This design comes from an exercise in tuning for small area on the open sky130 flow, not from production work.
In this exercise RTL edits were held to simulation tests only and were not proved equivalent to the original.
Power figures rest on the tool's default switching activity, not on a simulated workload. The clock port is modelled as an ideal driver; clocking choices that lean on that would not hold on a real chip.

==> flow/design.v <==
`timescale  1ps/1ps
module LiTE_DTU_160MHz_v2_0 (
			     CLK,
			     RST_b,
			     CALIBRATION_BUSY_1,
			     CALIBRATION_BUSY_10,
			     TEST_ENABLE,
			     GAIN_SEL_MODE,
			     fallback,
			     DATA12_g01,
			     DATA12_g10,
			     SATURATION_value,
			     BSL_VAL_g01,
			     BSL_VAL_g10,
			     losing_data,
			     DATA32_ATU_0,
			     DATA32_ATU_1,
			     DATA32_ATU_2,
			     DATA32_ATU_3,
			     Orbit,
			     shift_gain_10,
			     flush_b,
			     synch,
			     synch_pattern,
			     DATA32_0,
			     DATA32_1,
			     DATA32_2,
			     DATA32_3,
			     handshake);
   input CLK;
   input RST_b;
   input fallback;
   input CALIBRATION_BUSY_1;
   input CALIBRATION_BUSY_10;
   input TEST_ENABLE;
   input [1:0] GAIN_SEL_MODE;
   input [11:0] DATA12_g01;
   input [11:0] DATA12_g10;
   input [11:0] SATURATION_value;
   input [7:0]  BSL_VAL_g01;
   input [7:0]  BSL_VAL_g10;
   input 	handshake;
   input [31:0] DATA32_ATU_0;
   input [31:0] DATA32_ATU_1;
   input [31:0] DATA32_ATU_2;
   input [31:0] DATA32_ATU_3;
   input 	Orbit;
   input [1:0] 	shift_gain_10;
   input 	flush_b;
   input 	synch;
   input [31:0] synch_pattern;
   output 	losing_data;
   output [31:0] DATA32_0;
   output [31:0] DATA32_1;
   output [31:0] DATA32_2;
   output [31:0] DATA32_3;
   localparam [31:0] IDLE_EA = 32'hEAAAAAAA;
   localparam [31:0] IDLE_5A = 32'h5A5A5A5A;
   localparam [31:0] IDLE_RST = 32'h35555555;
   localparam [31:0] FLUSH_W = 32'h2CF0F0F0;
   wire 	 cal = CALIBRATION_BUSY_1 | CALIBRATION_BUSY_10;
   wire 	 rb  = RST_b & ~cal & ~TEST_ENABLE;
   wire 	 frb = rb & flush_b;
   wire 	 ffr = frb & ~synch;
   reg [3:0] 	 mcnt;
   reg 		 prst;
   always @(posedge CLK) begin
      if (!rb) begin
	 mcnt <= 4'd0;
	 prst <= (mcnt == 4'd0);
      end else if (mcnt != 4'd15) mcnt <= mcnt + 4'd1;
   end
   wire v1 = (mcnt >= 4'd3)  | ((mcnt == 4'd1) & ~prst);
   wire v7 = (mcnt >= 4'd9)  | ((mcnt == 4'd7) & ~prst);
   wire v9 = (mcnt >= 4'd11) | ((mcnt == 4'd9) & ~prst);
   reg [11:0] 	 d_g01, d_g10, s01, s10;
   wire [14:0] 	 dgx = {3'b0, DATA12_g10};
   reg [11:0] 	 dgsh;
   integer 	 q2;
   always @(*) for (q2 = 0; q2 < 12; q2 = q2 + 1) begin
      case (shift_gain_10)
	2'd0: dgsh[q2] = dgx[q2];
	2'd1: dgsh[q2] = dgx[q2+1];
	2'd2: dgsh[q2] = dgx[q2+2];
	default: dgsh[q2] = dgx[q2+3];
      endcase
   end
   wire [11:0] 	 b01 = {4'b0, BSL_VAL_g01};
   wire [11:0] 	 b10 = {4'b0, BSL_VAL_g10};
   always @(posedge CLK) begin
      d_g01 <= DATA12_g01;
      d_g10 <= dgsh;
      s01 <= (d_g01 < b01) ? 12'd0 : d_g01 - b01;
      s10 <= (d_g10 < b10) ? 12'd0 : d_g10 - b10;
   end
   reg [11:0] 	 dl01 [1:9];
   reg [11:0] 	 dl10 [1:9];
   integer 	 i;
   always @(posedge CLK) begin
      dl01[1] <= s01;
      dl10[1] <= s10;
      for (i = 2; i <= 9; i = i + 1) begin
	 dl01[i] <= dl01[i-1];
	 dl10[i] <= dl10[i-1];
      end
   end
   reg [11:0] 	 SATval;
   wire [14:0] satx = {3'b0, SATURATION_value};
   reg [11:0] satsh;
   integer q;
   always @(*) for (q = 0; q < 12; q = q + 1) begin
      case (shift_gain_10)
        2'd0: satsh[q] = satx[q];
        2'd1: satsh[q] = satx[q+1];
        2'd2: satsh[q] = satx[q+2];
        default: satsh[q] = satx[q+3];
      endcase
   end
   always @(posedge CLK) SATval <= satsh;
   wire 	 m01 = (GAIN_SEL_MODE == 2'b01);
   wire [11:0] 	 ref_d = m01 ? dl10[1] : dl10[7];
   wire 	 ref_v = m01 ? v1 : v7;
   wire 	 cmp = ref_v ? (ref_d >= SATval) : ((SATval == 12'd0) & (mcnt != 4'd0));
   wire 	 ref_sat = GAIN_SEL_MODE[1] ? GAIN_SEL_MODE[0] : cmp;
   reg [4:0] 	 gage;
   reg 		 gwin;    
   wire 	 clsA = ~GAIN_SEL_MODE[0] ^ GAIN_SEL_MODE[1];  
   wire 	 same = m01 ? gwin : ~gwin;
   wire [4:0] 	 ginc = gage[4] ? gage : gage + 5'd1;
   wire [4:0] 	 gage_n = (!rb || !(clsA | m01)) ? 5'd16 :
			  ref_sat ? 5'd0 : (same ? ginc : 5'd16);
   wire 	 dec_n = gage_n[4] | (~m01 & gage_n[3]);
   always @(posedge CLK) begin
      gage <= gage_n;
      gwin <= m01;
   end
   reg [12:0] 	 d2enc;
   always @(posedge CLK)
     d2enc <= {~dec_n, (rb & v9) ? (dec_n ? dl10[9] : dl01[9]) : 12'd0};
   wire 	 baseline_flag = GAIN_SEL_MODE[1] ? (d2enc[11:6] == 6'd0) : (d2enc[12:6] == 7'd0);
   reg [12:0] 	 dd;        
   always @(posedge CLK) dd <= d2enc;
   localparam [4:0] IDLE=5'b00000, sign_0=5'b00001, sign_1=5'b00010, sign_0_bis=5'b00011,
		    sign_1_bis=5'b00100, header=5'b00101, header_b0=5'b00110, header_s0=5'b00111,
		    bas_0=5'b01000, bas_1=5'b01001, bas_2=5'b01010, bas_3=5'b01011, bas_4=5'b01100,
		    bas_0_bis=5'b10000, bas_1_bis=5'b10001, bas_2_bis=5'b10010, bas_3_bis=5'b10011,
		    bas_4_bis=5'b10100,
		    bc0_0=5'b11000, bc0_1=5'b11001, bc0_2=5'b11010, bc0_3=5'b11011, bc0_4=5'b11100,
		    bc0_s0=5'b11101, bc0_s0_bis=5'b11110;
   localparam [2:0] IDLE_FB=3'd0, data_odd=3'd1, latency1=3'd2, data_even=3'd3, latency2=3'd4,
		    data_odd_bc0=3'd5, data_even_bc0=3'd6;
   reg [4:0] 	 cs;        
   reg 		 mfb;       
   reg 		 Orbit_delay;
   wire [4:0] 	 ns = mfb ? IDLE : cs;          
   wire [2:0] 	 fs = mfb ? cs[2:0] : IDLE_FB;  
   wire 	 OrbitFB = Orbit | Orbit_delay;
   wire 	 b = baseline_flag;
   wire 	 o = Orbit;
   reg [4:0] 	 nn;
   always @(*) begin
      case (ns)
	IDLE: nn = (b & ~o) ? bas_0 : o ? header : sign_0;
	bas_0: nn = (b & ~o) ? bas_1 : o ? bc0_1 : bas_1_bis;
	bas_1: nn = (b & ~o) ? bas_2 : o ? bc0_2 : bas_2_bis;
	bas_2: nn = (b & ~o) ? bas_3 : o ? bc0_3 : bas_3_bis;
	bas_3: nn = (b & ~o) ? bas_4 : o ? bc0_4 : bas_4_bis;
	bas_4: nn = (b & ~o) ? bas_0 : o ? bc0_0 : bas_0_bis;
	bas_0_bis, bas_1_bis, bas_2_bis, bas_3_bis, bas_4_bis:
	  nn = (b & ~o) ? sign_0_bis : o ? bc0_s0_bis : sign_0;
	sign_0_bis, sign_1_bis: nn = (~b & ~o) ? bas_0_bis : o ? bc0_0 : bas_0;
	sign_0: nn = (~b & ~o) ? sign_1 : o ? bc0_s0 : sign_1_bis;
	sign_1: nn = (~b & ~o) ? sign_0 : o ? bc0_s0_bis : sign_0_bis;
	bc0_0, bc0_1, bc0_2, bc0_3, bc0_4, bc0_s0_bis: nn = ~b ? header_s0 : header_b0;
	bc0_s0: nn = header;
	header: nn = ~b ? sign_0 : bas_0;
	header_s0: nn = ~b ? sign_0 : sign_0_bis;
	header_b0: nn = ~b ? bas_0_bis : bas_0;
	default: nn = IDLE;
      endcase
   end
   reg [2:0] 	 fn;
   always @(*) begin
      case (fs)
	IDLE_FB: fn = data_odd;
	data_odd: fn = latency1;
	latency1: fn = OrbitFB ? data_even_bc0 : data_even;
	data_even: fn = latency2;
	latency2: fn = OrbitFB ? data_odd_bc0 : data_odd;
	default: fn = IDLE_FB;
      endcase
   end
   always @(posedge CLK) begin
      mfb <= fallback;
      Orbit_delay <= frb & Orbit;
      if (!frb) cs <= 5'd0;
      else if (fallback) cs <= {2'b0, fn};
      else cs <= nn;
   end
   reg [5:0] 	 B1;
   reg [12:0] 	 S1;
   reg [31:0] 	 rW;
   reg 		 rL;
   wire 	 nrst = !frb | fallback;
   wire 	 wB1 = (ns == header_s0) | (ns == header) | (ns == header_b0) | (ns == bas_4) |
		       (ns == sign_0_bis) | (ns == sign_1_bis);
   wire 	 wS1 = (ns == bc0_0) | (ns == bc0_1) | (ns == bc0_2) | (ns == bc0_3) | (ns == bc0_4) |
		       (ns == bc0_s0) | (ns == bc0_s0_bis) | (ns == header_s0) | (ns == header) |
		       (ns == header_b0) | (ns == bas_0_bis) | (ns == bas_1_bis) | (ns == bas_2_bis) |
		       (ns == bas_3_bis) | (ns == bas_4_bis) | (ns == sign_1);
   always @(posedge CLK) begin
      if (nrst) begin
	 B1 <= 6'd0;
	 S1 <= 13'd0;
      end else begin
	 if (wB1) B1 <= dd[5:0];
	 if (wS1) S1 <= dd;
      end
   end
   localparam [12:0] sync_w = 13'b0101010101010;
   localparam [12:0] hdr_w  = 13'b1111000001111;
   reg [31:0] 	 wn;
   reg 		 ln;
   always @(*) begin
      ln = 1'b1;
      wn = rW;
      if (fallback) begin
	 case (fs)
	   data_odd: begin wn[12:0] = dd; ln = 1'b0; end
	   data_even: wn = {4'b0001, ^dd, ^rW[12:0], dd, rW[12:0]};
	   data_odd_bc0: wn = {4'b0011, ^dd, ^rW[12:0], dd, rW[12:0]};
	   data_even_bc0: wn = {4'b0000, ^dd, ^rW[12:0], dd, rW[12:0]};
	   default: ln = 1'b0;
	 endcase
      end else begin
	 case (ns)
	   bas_0: begin wn[11:6] = dd[5:0]; ln = 1'b0; end
	   bas_1: begin wn[17:12] = dd[5:0]; ln = 1'b0; end
	   bas_2: begin wn[23:18] = dd[5:0]; ln = 1'b0; end
	   bas_3: begin wn[29:24] = dd[5:0]; ln = 1'b0; end
	   sign_0: begin wn[25:13] = dd; ln = 1'b0; end
	   bc0_0, bas_0_bis: wn = {2'b10, 6'b000001, 18'b0, B1};
	   bc0_1, bas_1_bis: wn = {2'b10, 6'b000010, 12'b0, rW[11:6], B1};
	   bc0_2, bas_2_bis: wn = {2'b10, 6'b000011, 6'b0, rW[17:6], B1};
	   bc0_3, bas_3_bis: wn = {2'b10, 6'b000100, rW[23:6], B1};
	   bc0_4, bas_4, bas_4_bis: wn = {2'b01, rW[29:6], B1};
	   bc0_s0, sign_1, sign_1_bis: wn = {6'b001010, rW[25:13], S1};
	   bc0_s0_bis, sign_0_bis: wn = {6'b001011, sync_w, S1};
	   header_s0, header, header_b0: wn = {6'b001011, hdr_w, S1};
	   default: ln = 1'b0;
	 endcase
      end
   end
   always @(posedge CLK) begin
      rW <= wn;
      rL <= frb & ln;
   end
   reg [7:0] 	 NSample;
   reg [5:0] 	 Nlimit;
   reg [7:0] 	 NFrame;
   reg [11:0] 	 crc;
   reg 		 r_losing_data, r_write_signal, r_read_signal;
   reg [30:0] 	 cuW;
   wire 	 full;
   wire 	 load_n = rL & ~mfb;      
   wire 	 check_limit = (Nlimit > 6'd49);
   wire [31:0] 	 wsel = (fallback == mfb) ? rW : (fallback ? 32'h0 : 32'hF0000000);
   wire [31:0] 	 d = rW;
   reg [7:0] 	 sum_val;
   always @(*) begin
      case (d[31:30])
	2'b01: sum_val = 8'd5;
	2'b10: sum_val = {2'b0, d[29:24]};
	2'b00: sum_val = (d[29:26] == 4'b1010) ? 8'd2 : 8'd1;
	default: sum_val = 8'd0;
      endcase
   end
   wire [11:0] 	 c = crc;
   wire [11:0] 	 newcrc;
   assign newcrc[0] = d[30]^d[29]^d[26]^d[25]^d[24]^d[23]^d[22]^d[17]^d[16]^d[15]^d[14]^d[13]^d[12]^d[11]^d[8]^d[7]^d[6]^d[5]^d[4]^d[3]^d[2]^d[1]^d[0]^c[2]^c[3]^c[4]^c[5]^c[6]^c[9]^c[10];
   assign newcrc[1] = d[31]^d[29]^d[27]^d[22]^d[18]^d[11]^d[9]^d[0]^c[2]^c[7]^c[9]^c[11];
   assign newcrc[2] = d[29]^d[28]^d[26]^d[25]^d[24]^d[22]^d[19]^d[17]^d[16]^d[15]^d[14]^d[13]^d[11]^d[10]^d[8]^d[7]^d[6]^d[5]^d[4]^d[3]^d[2]^d[0]^c[2]^c[4]^c[5]^c[6]^c[8]^c[9];
   assign newcrc[3] = d[27]^d[24]^d[22]^d[20]^d[18]^d[13]^d[9]^d[2]^d[0]^c[0]^c[2]^c[4]^c[7];
   assign newcrc[4] = d[28]^d[25]^d[23]^d[21]^d[19]^d[14]^d[10]^d[3]^d[1]^c[1]^c[3]^c[5]^c[8];
   assign newcrc[5] = d[29]^d[26]^d[24]^d[22]^d[20]^d[15]^d[11]^d[4]^d[2]^c[0]^c[2]^c[4]^c[6]^c[9];
   assign newcrc[6] = d[30]^d[27]^d[25]^d[23]^d[21]^d[16]^d[12]^d[5]^d[3]^c[1]^c[3]^c[5]^c[7]^c[10];
   assign newcrc[7] = d[31]^d[28]^d[26]^d[24]^d[22]^d[17]^d[13]^d[6]^d[4]^c[2]^c[4]^c[6]^c[8]^c[11];
   assign newcrc[8] = d[29]^d[27]^d[25]^d[23]^d[18]^d[14]^d[7]^d[5]^c[3]^c[5]^c[7]^c[9];
   assign newcrc[9] = d[30]^d[28]^d[26]^d[24]^d[19]^d[15]^d[8]^d[6]^c[4]^c[6]^c[8]^c[10];
   assign newcrc[10] = d[31]^d[29]^d[27]^d[25]^d[20]^d[16]^d[9]^d[7]^c[0]^c[5]^c[7]^c[9]^c[11];
   assign newcrc[11] = d[29]^d[28]^d[25]^d[24]^d[23]^d[22]^d[21]^d[16]^d[15]^d[14]^d[13]^d[12]^d[11]^d[10]^d[7]^d[6]^d[5]^d[4]^d[3]^d[2]^d[1]^d[0]^c[1]^c[2]^c[3]^c[4]^c[5]^c[8]^c[9];
   wire [31:0] 	 wcu = rL ? wsel : {4'b1101, NSample, crc, NFrame};
   wire 	 wfull = (wcu[31:30] == 2'b01);
   wire 	 wfb = (wcu[31:30] == 2'b00) & (wcu[29:28] != 2'b10);
   wire [2:0] 	 wcode = (wcu[29:28] == 2'b01) ? 3'b001 : (wcu[29:28] == 2'b11) ? 3'b100 : 3'b111;
   wire [30:0] 	 wenc = {wfull, wfb ? wcode : wcu[29:27], wcu[26:0]};
   always @(posedge CLK) begin
      if (!frb || fallback) begin
	 NSample <= 8'b0;
	 Nlimit <= 6'b0;
	 NFrame <= 8'b0;
	 crc <= 12'b0;
      end else if (!load_n) begin
	 if (check_limit && !full) begin
	    NSample <= 8'b0;
	    Nlimit <= 6'b0;
	    crc <= 12'b0;
	    NFrame <= NFrame + 8'b1;
	 end
      end else if (!full) begin
	 Nlimit <= Nlimit + 6'b1;
	 NSample <= NSample + sum_val;
	 crc <= newcrc;
      end
   end
   always @(posedge CLK) begin
      cuW <= wenc;
      if (!frb) begin
	 r_losing_data <= 1'b0;
	 r_write_signal <= 1'b0;
      end else if (!rL) begin
	 r_losing_data <= 1'b0;
	 r_write_signal <= check_limit & ~fallback & ~full;
      end else begin
	 r_losing_data <= full;
	 r_write_signal <= ~full;
      end
      r_read_signal <= frb & handshake;
   end
   assign losing_data = r_losing_data;
   reg [30:0] 	 tW;
   reg 		 start_write;
   reg [3:0] 	 wp, rp;
   reg 		 dec;
   reg 		 rxv;
   reg [30:0] 	 mem [0:15];
   wire 	 empty = (rp == wp);
   assign full = (rp == wp + 4'd1);
   wire 	 we = start_write & ~full;
   wire 	 pop = r_read_signal & ~empty;
   always @(posedge CLK) begin
      tW <= cuW;
      start_write <= ffr & r_write_signal;
      if (!ffr) begin
	 wp <= 4'd0;
	 rp <= 4'd0;
	 dec <= 1'b0;
	 rxv <= 1'b0;
      end else begin
	 if (we) wp <= wp + 4'd1;
	 if (pop) rp <= rp + 4'd1;
	 dec <= pop;
	 rxv <= rxv | dec;
      end
      if (we) mem[wp] <= tW;
   end
   wire [3:0] 	 ra = rp - {3'b0, dec} - 4'd1;
   wire [30:0] 	 rxe = mem[ra];
   wire 	 rfb = ~rxe[30] & ((rxe[29:27] == 3'b001) | (rxe[29:27] == 3'b100) | (rxe[29:27] == 3'b111));
   wire [1:0] 	 rtop = rxe[30] ? 2'b01 : (rxe[29:27] == 3'b000) ? 2'b10 :
			(rfb | (rxe[29:27] == 3'b101)) ? 2'b00 : 2'b11;
   wire [1:0] 	 rc2 = (rxe[29:27] == 3'b001) ? 2'b01 : (rxe[29:27] == 3'b100) ? 2'b11 : 2'b00;
   wire [31:0] 	 rx = rfb ? {2'b00, rc2, ^rxe[25:13], rxe[26:0]} : {rtop, rxe[29:0]};
   reg [31:0] 	 DTU;
   always @(posedge CLK) begin
      if (!rb) DTU <= IDLE_EA;
      else if (!flush_b) DTU <= FLUSH_W;
      else if (synch) DTU <= synch_pattern;
      else if (r_read_signal) DTU <= (empty | ~rxv) ? IDLE_EA : rx;
   end
   reg [31:0] 	 r0, r1, r2, r3;
   always @(posedge CLK) begin
      if (!RST_b) r0 <= TEST_ENABLE ? IDLE_5A : IDLE_RST;
      else if (TEST_ENABLE) r0 <= DATA32_ATU_0;
      else if (cal) r0 <= IDLE_RST;
      else r0 <= DTU;
      r1 <= (RST_b & TEST_ENABLE) ? DATA32_ATU_1 : IDLE_5A;
      r2 <= (RST_b & TEST_ENABLE) ? DATA32_ATU_2 : IDLE_5A;
      r3 <= (RST_b & TEST_ENABLE) ? DATA32_ATU_3 : IDLE_5A;
   end
   assign DATA32_0 = r0;
   assign DATA32_1 = r1;
   assign DATA32_2 = r2;
   assign DATA32_3 = r3;
endmodule
==> flow/flow/run.sh <==
#!/bin/bash
# The standard layout, with three changes to how the layout is made:
#  1. after the standard synthesis, its combinational logic is mapped again
#     for area (ABC deepsyn + area mapping, four scripts in parallel, the
#     smallest result kept); every register keeps its name,
#     its cell type and its connections, and the netlist is checked for that
#  2. port buffers use the smallest buffer cell (buf_1)
#  3. clock tree: clkbuf_16 buffers, sink clusters of up to 32, no dummy loads
# Each tool writes its full output to a log file in this folder.
set -euo pipefail
WORK=$(pwd)
FLOWDIR=$WORK/flow
R=$WORK/orfs/results/$FLOW_PLATFORM/LiTE_DTU_160MHz_v2_0/base
LIB=$FLOW_HOME/platforms/$FLOW_PLATFORM/lib/sky130_fd_sc_hd__tt_025C_1v80.lib
YOSYS=$(command -v yosys || true)
[[ -x "$YOSYS" ]] || YOSYS=$FLOW_HOME/../tools/install/yosys/bin/yosys

CTS="-sink_clustering_enable -repair_clock_nets -sink_clustering_size 32 -sink_clustering_max_diameter 80 -root_buf sky130_fd_sc_hd__clkbuf_16 -buf_list sky130_fd_sc_hd__clkbuf_16 -sink_clustering_buffer sky130_fd_sc_hd__clkbuf_16 -dont_use_dummy_load"
ARGS=("BUFFER_PORTS_ARGS=-buffer_cell sky130_fd_sc_hd__buf_1" "CTS_ARGS=$CTS")

# 1. standard synthesis
bash standard.sh "${ARGS[@]}" synth > standard_synth.log 2>&1
cp "$R/1_2_yosys.v" "$WORK/netlist_standard.v"

# 2. re-map the combinational logic
remap() {
  local seq
  seq=$(grep -oE "sky130_fd_sc_hd__[a-z0-9_]*df[a-z0-9_]*" netlist_standard.v | sort -u | tr '\n' ' ')
  [[ "$seq" == "sky130_fd_sc_hd__dfxtp_1 sky130_fd_sc_hd__edfxtp_1 " ]] || { echo "unexpected register cells: $seq"; return 1; }
  sed -E 's/\bsky130_fd_sc_hd__(e?dfxtp_1) /KEEP__\1 /' netlist_standard.v > netlist_keep.v
  local du
  du=$(grep -o -- "-dont_use [^ ]*" "$WORK/orfs/logs/$FLOW_PLATFORM/LiTE_DTU_160MHz_v2_0/base/1_2_yosys.log" | sort -u | tr '\n' ' ')
  [[ -n "$du" ]] || { echo "no dont_use list"; return 1; }
  # the re-mapping, on the cells' library functions, with each script
  local best="" best_area=""
  for k in 1 2 3 4; do
    cat > remap$k.ys <<EOY
read_liberty -wb -ignore_miss_func $LIB
read_verilog -lib $FLOWDIR/keep_cells.v
read_verilog netlist_keep.v
hierarchy -check -top $FLOW_TOP
flatten -wb
opt -purge
techmap
opt -fast
abc -liberty $LIB $du -script $FLOWDIR/area$k.abc
opt_clean -purge
stat -liberty $LIB
write_verilog -noattr -nohex -nodec netlist_abc_keep$k.v
EOY
    "$YOSYS" -s remap$k.ys > remap_yosys$k.log 2>&1 &
  done
  wait || true
  for k in 1 2 3 4; do
    local a
    a=$(grep "Chip area" remap_yosys$k.log 2>/dev/null | tail -1 | awk '{print $NF}')
    [[ -n "$a" && -s netlist_abc_keep$k.v ]] || continue
    echo "script $k: area $a"
    if [[ -z "$best" ]] || awk -v a="$a" -v b="$best_area" 'BEGIN {exit !(a < b)}'; then best=$k; best_area=$a; fi
  done
  [[ -n "$best" ]] || { echo "yosys remap failed"; return 1; }
  echo "kept script $best"
  cp netlist_abc_keep$best.v netlist_abc_keep.v
  # the finishing steps of the standard synthesis, on the library cells
  cat > finish.ys <<EOY
read_liberty -lib $LIB
read_verilog -lib $FLOWDIR/keep_cells.v
read_verilog netlist_abc_keep.v
hierarchy -check -top $FLOW_TOP
splitnets
opt_clean -purge
hilomap -singleton -hicell sky130_fd_sc_hd__conb_1 HI -locell sky130_fd_sc_hd__conb_1 LO
insbuf -buf sky130_fd_sc_hd__buf_4 A X
opt_clean -purge
check -assert
stat -liberty $LIB
write_verilog -noattr -nohex -nodec netlist_remap_keep.v
EOY
  "$YOSYS" -s finish.ys > finish_yosys.log 2>&1 || { echo "yosys finish failed"; return 1; }
  sed -E 's/\bKEEP__(e?dfxtp_1) /sky130_fd_sc_hd__\1 /' netlist_remap_keep.v > netlist_remap.v
  # the registers must be the same: names, cell types and count
  grep -E "^\s*sky130_fd_sc_hd__e?dfxtp_1 " netlist_standard.v | awk '{print $1, $2}' | sort > regs_standard.txt
  grep -E "^\s*sky130_fd_sc_hd__e?dfxtp_1 " netlist_remap.v | awk '{print $1, $2}' | sort > regs_remap.txt
  cmp -s regs_standard.txt regs_remap.txt || { echo "registers differ"; return 1; }
  [[ $(wc -l < regs_standard.txt) -gt 0 ]] || { echo "no registers found"; return 1; }
  ! grep -q "KEEP__" netlist_remap.v || { echo "stand-in left"; return 1; }
  return 0
}
if remap > remap.log 2>&1; then
  cp netlist_remap.v "$R/1_2_yosys.v"
  rm -f "$R/1_synth.odb" "$R/1_synth.sdc"
  echo "remapped netlist in use" >> remap.log
else
  echo "remap failed; standard netlist kept" >> remap.log
fi

# 3. the rest of the standard flow
bash standard.sh "${ARGS[@]}" finish > standard_finish.log 2>&1
==> flow/flow/area1.abc <==
&get -n
&st
&deepsyn -T 120
&dch -f
&nf -a -R 1000
&put
==> flow/flow/area2.abc <==
&get -n
&st
&deepsyn -T 120 -S 1
&dch -f
&nf -a -R 1000
&put
==> flow/flow/area3.abc <==
&get -n
&st
&deepsyn -T 60
&deepsyn -T 60 -S 3
&dch -f
&nf -a -R 1000
&put
==> flow/flow/area4.abc <==
&get -n
&st
&deepsyn -T 120 -S 2
&dch -f
&nf -a -R 1000
&put
==> flow/flow/keep_cells.v <==
// Stand-ins for the registers while the combinational logic is re-mapped:
// they are left untouched and renamed back to their library cells afterwards.
(* blackbox *)
module KEEP__dfxtp_1(input CLK, input D, output Q);
endmodule
(* blackbox *)
module KEEP__edfxtp_1(input CLK, input D, input DE, output Q);
endmodule
==> flow/standard.sh <==
#!/bin/bash
# synth_recipe.tcl (not shown) runs the flow's synth.tcl, then flattens the netlist and writes it again
# the make line also repeats each setting of config.mk as NAME=value (left out here)
make -C /OpenROAD-flow-scripts/flow DESIGN_CONFIG=/design/flow/config.mk WORK_HOME=/design/flow/orfs CLKGATE_MAP_FILE= SYNTH_SCRIPT=/design/flow/synth_recipe.tcl "${@:-finish}"
==> flow/config.mk <==
export PLATFORM = sky130hd
export DESIGN_NAME = LiTE_DTU_160MHz_v2_0
export DESIGN_NICKNAME = LiTE_DTU_160MHz_v2_0
export VERILOG_FILES = /design/flow/design.v
export SDC_FILE = /design/flow/constraint.sdc
export NUM_CORES = 4
export LEC_CHECK = 0
export CAP_MARGIN = 20
export CORE_MARGIN = 2
export CORE_UTILIZATION = 40
export PLACE_DENSITY = 0.6
export SLEW_MARGIN = 20
==> flow/constraint.sdc <==
create_clock -name core_clock -period 6.25 [get_ports {CLK}]
set_input_delay 1.2500 -clock core_clock [delete_from_list [all_inputs] [get_ports {CLK}]]
set_output_delay 1.2500 -clock core_clock [all_outputs]
set_load 0.01 [all_outputs]
==> run summary <==
through the flow:
stage	util, %	instance area, um^2	hold WS (ns)
after detailed placement	44.1	41200	0.312
after CTS	45.3	42300	0.305
after global routing	45.3	42300	0.302
after global placement	44.1	41200	0.310
after floorplan	-	37700	0.310
final	45.3	42300	0.299
metal layers:
| layer | GRT usage (%) | up-vias | routed length (um) |
|---|---|---|---|
| met5 | 0 | - | 0 |
| met4 | 5.56 | 0 | 2650 |
| met3 | 2.97 | 142 | 7290 |
| met2 | 32.9 | 970 | 47200 |
| met1 | 25.9 | 11644 | 40300 |
| li1 | - | 11144 | - |
power breakdown:
part           leakage (nW)  internal (mW)  switching [mW]
sequential             9.53           8.10           0.127
clock                 0.555           1.30            2.12
combinational          3.89          0.193           0.240
total                  14.0           9.59            2.49
area by class of cell:
type                    count  share of cell area [%]
flip-flops and latches   1138                    66.3
multi-input cells        1522                    22.5
repair buffers            414                    4.21
well taps                1254                    3.71
clock buffers              45                    2.66
inverters                  70                   0.621
path summary, 6_finish.rpt:
path	from	end	slack [ns]	depth (start not counted)
max	rp[0]	DTU[27]	1.35	16
min reg2reg	dl01[4][2]	dl01[5][2]	0.30	0
max reg2reg	rp[0]	DTU[27]	1.35	16
min	dl01[4][2]	dl01[5][2]	0.30	0
layout by cell type (no fill, tap or decap), drive strengths merged, types with 33 or more instances in the layout:
cell / count
nor3: 64
xor2: 36
clkinv: 70
xnor2: 115
a22o: 69
nand3: 38
nand2: 175
buf: 412
o22ai: 143
edfxtp: 529
dfxtp: 609
nand2b: 80
a222oi: 38
a21oi: 95
nor2: 200
clkbuf: 47
o21ai: 111
a22oi: 33
and3: 63
worst max-delay path, stage by stage, from the launching register on:
cell and delay [ns]:
dfxtp_1 0.37, clkinv_1 0.15, nor2_1 0.29, nor2_1 0.17
xnor2_1 0.33, buf_4 0.28, nor3_1 0.76, nand2_1 0.64
o221ai_1 0.40, nor3_1 0.08, o21ai_0 0.19, xnor2_1 0.16
xnor2_1 0.16, xnor2_1 0.25, xnor3_1 0.27, xnor2_1 0.20
a21oi_1 0.09
==> reports/results.tsv <==
stage	metric	value	unit
cts	Clock Sink Count	1138	
synth	Synth warnings	3	
cts	Hold-fix buffers, CTS	0	
grt	first-pass GRT wire length	144000	um
finish	Largest regs	mem x496, dl01 x108, dl10 x108	
run	Max Cap Viol	0	
pwr	pwr dens	285	nW/um^2
cts	# Post-CTS Setup Buffers	0	
timing	post-layout min period	4.90	ns
finish	FF/Latch Area	28100	um^2
timing	fmax	0.204	GHz
synth	syn_nets	2956	
setup_path	Startpoint Class	flip-flop	
setup_path	Max FO, Critical Path	11	
routing	DR vias	23900	
status	status	complete, no violations	
floorplanning	Core Area	93500	um^2
routing	DR DRC count	0	
cts	clock tree buffer depth	3	
routing	initial DRC count	2566	
timing	Setup Viol. Count Final	0	
setup_path	required time worst endpoint	6.79	ns
finish	fillers	8563	
timing	Slew HR	30.5	%
timing	Setup WS post-layout	1.35	ns
pwr	VDD IR max	0.000194	V
floorplanning	Die Span X	311	um
setup_path	Worst Path Arrival	5.44	ns
synth	mean area per synthesized cell	13.8	um^2
cts	CTS buffer count	45	
pwr	total power	12.1	mW
placement	Final GP Congestion	0.873	
cts	CTS clk-pin slew, worst paths	0.12	ns
routing	Wirelength per Cell	21.9	um
floorplanning	overall die height	311	um
finish	max FFs per register	496	
timing	setup_tns	0	ns
finish	share of post-route cells with drive strength above 1	4.08	%
setup_path	endpoint type of the worst setup path	flip-flop	
finish	NumNets Final	3417	
floorplanning	# rows	112	
finish	Largest Register	mem	
floorplanning	DIE AREA	96800	um^2
setup_path	Setup CP Type	reg -> reg	
pwr	P_leak	14.0	nW
synth	Syn Inst Count	2730	
cts	post-cts resize count	0	
placement	port bufs	354	
timing	endpoints failing hold	0	
placement	number of placed instances, taps included	4398	
finish	ANT cells	0	
floorplanning	initial core utilization	40.4	%
placement	Post-DP HPWL	65800	um
routing	DRT Pass-1 Iters	8	
cts	H-Tree Depth	2	
timing	Worst-Margin Slew	1.03	ns
grt	vias in the first global route	22806	
floorplanning	# IOs	355	
grt	initial antenna violation count	1	
grt	total track usage	19.4	%
grt	gr ovfl total	0	
cts	CTS Root Cell	clkbuf_16	
timing	period utilization	78.5	%
finish	Area growth syn-to-layout	12.2	%
routing	vias per inst	5.38	
placement	Setup WS pre-CTS	1.33	ns
grt	largest net degree at the start of global routing	69	
timing	Setup Skew	0.0953	ns
synth	Synth Cell Area	37700	um^2
finish	Multi-input gate area	9530	um^2
routing	final WL	97400	um
timing	Max Transition Viols Final	0	
finish	fin cells	4443	
worst_hold_path	min-delay worst type	reg -> reg	
timing	RSZ-0062 raised after global routing	false	
cts	CTS tree	built	
routing	final antenna-violating net count	0	
cts	worst skew pair latency	0.67	ns

## port drivers added, routing unchanged
The results above use ideal ports. As a check the final layout listed here was re-extracted and re-timed, cells and wires unchanged. Step 1 assumes that a clkbuf_16 drives the clock port and a buf_2 every other input. Step 2, shift: input delay + t, output delay - t, t = (earliest + latest rising clock arrival at the registers) / 2. This alone moves slack from input paths to output paths. Slacks: ideal ports / drivers / drivers and shift; pairs: ideal ports / drivers.
shift t [ns]: 0.686
setup WS [ns]: 1.345 / 1.345 / 1.332
worst setup path at the end: input to register
latest minus earliest clock arrival (ns): 0.105 / 0.105
pins driven straight from the clock port: 1
After both steps setup and hold are still met in this run. For this run, drivers alone change the setup slack by 0.000 ns; drivers and shift together by -0.013 ns.
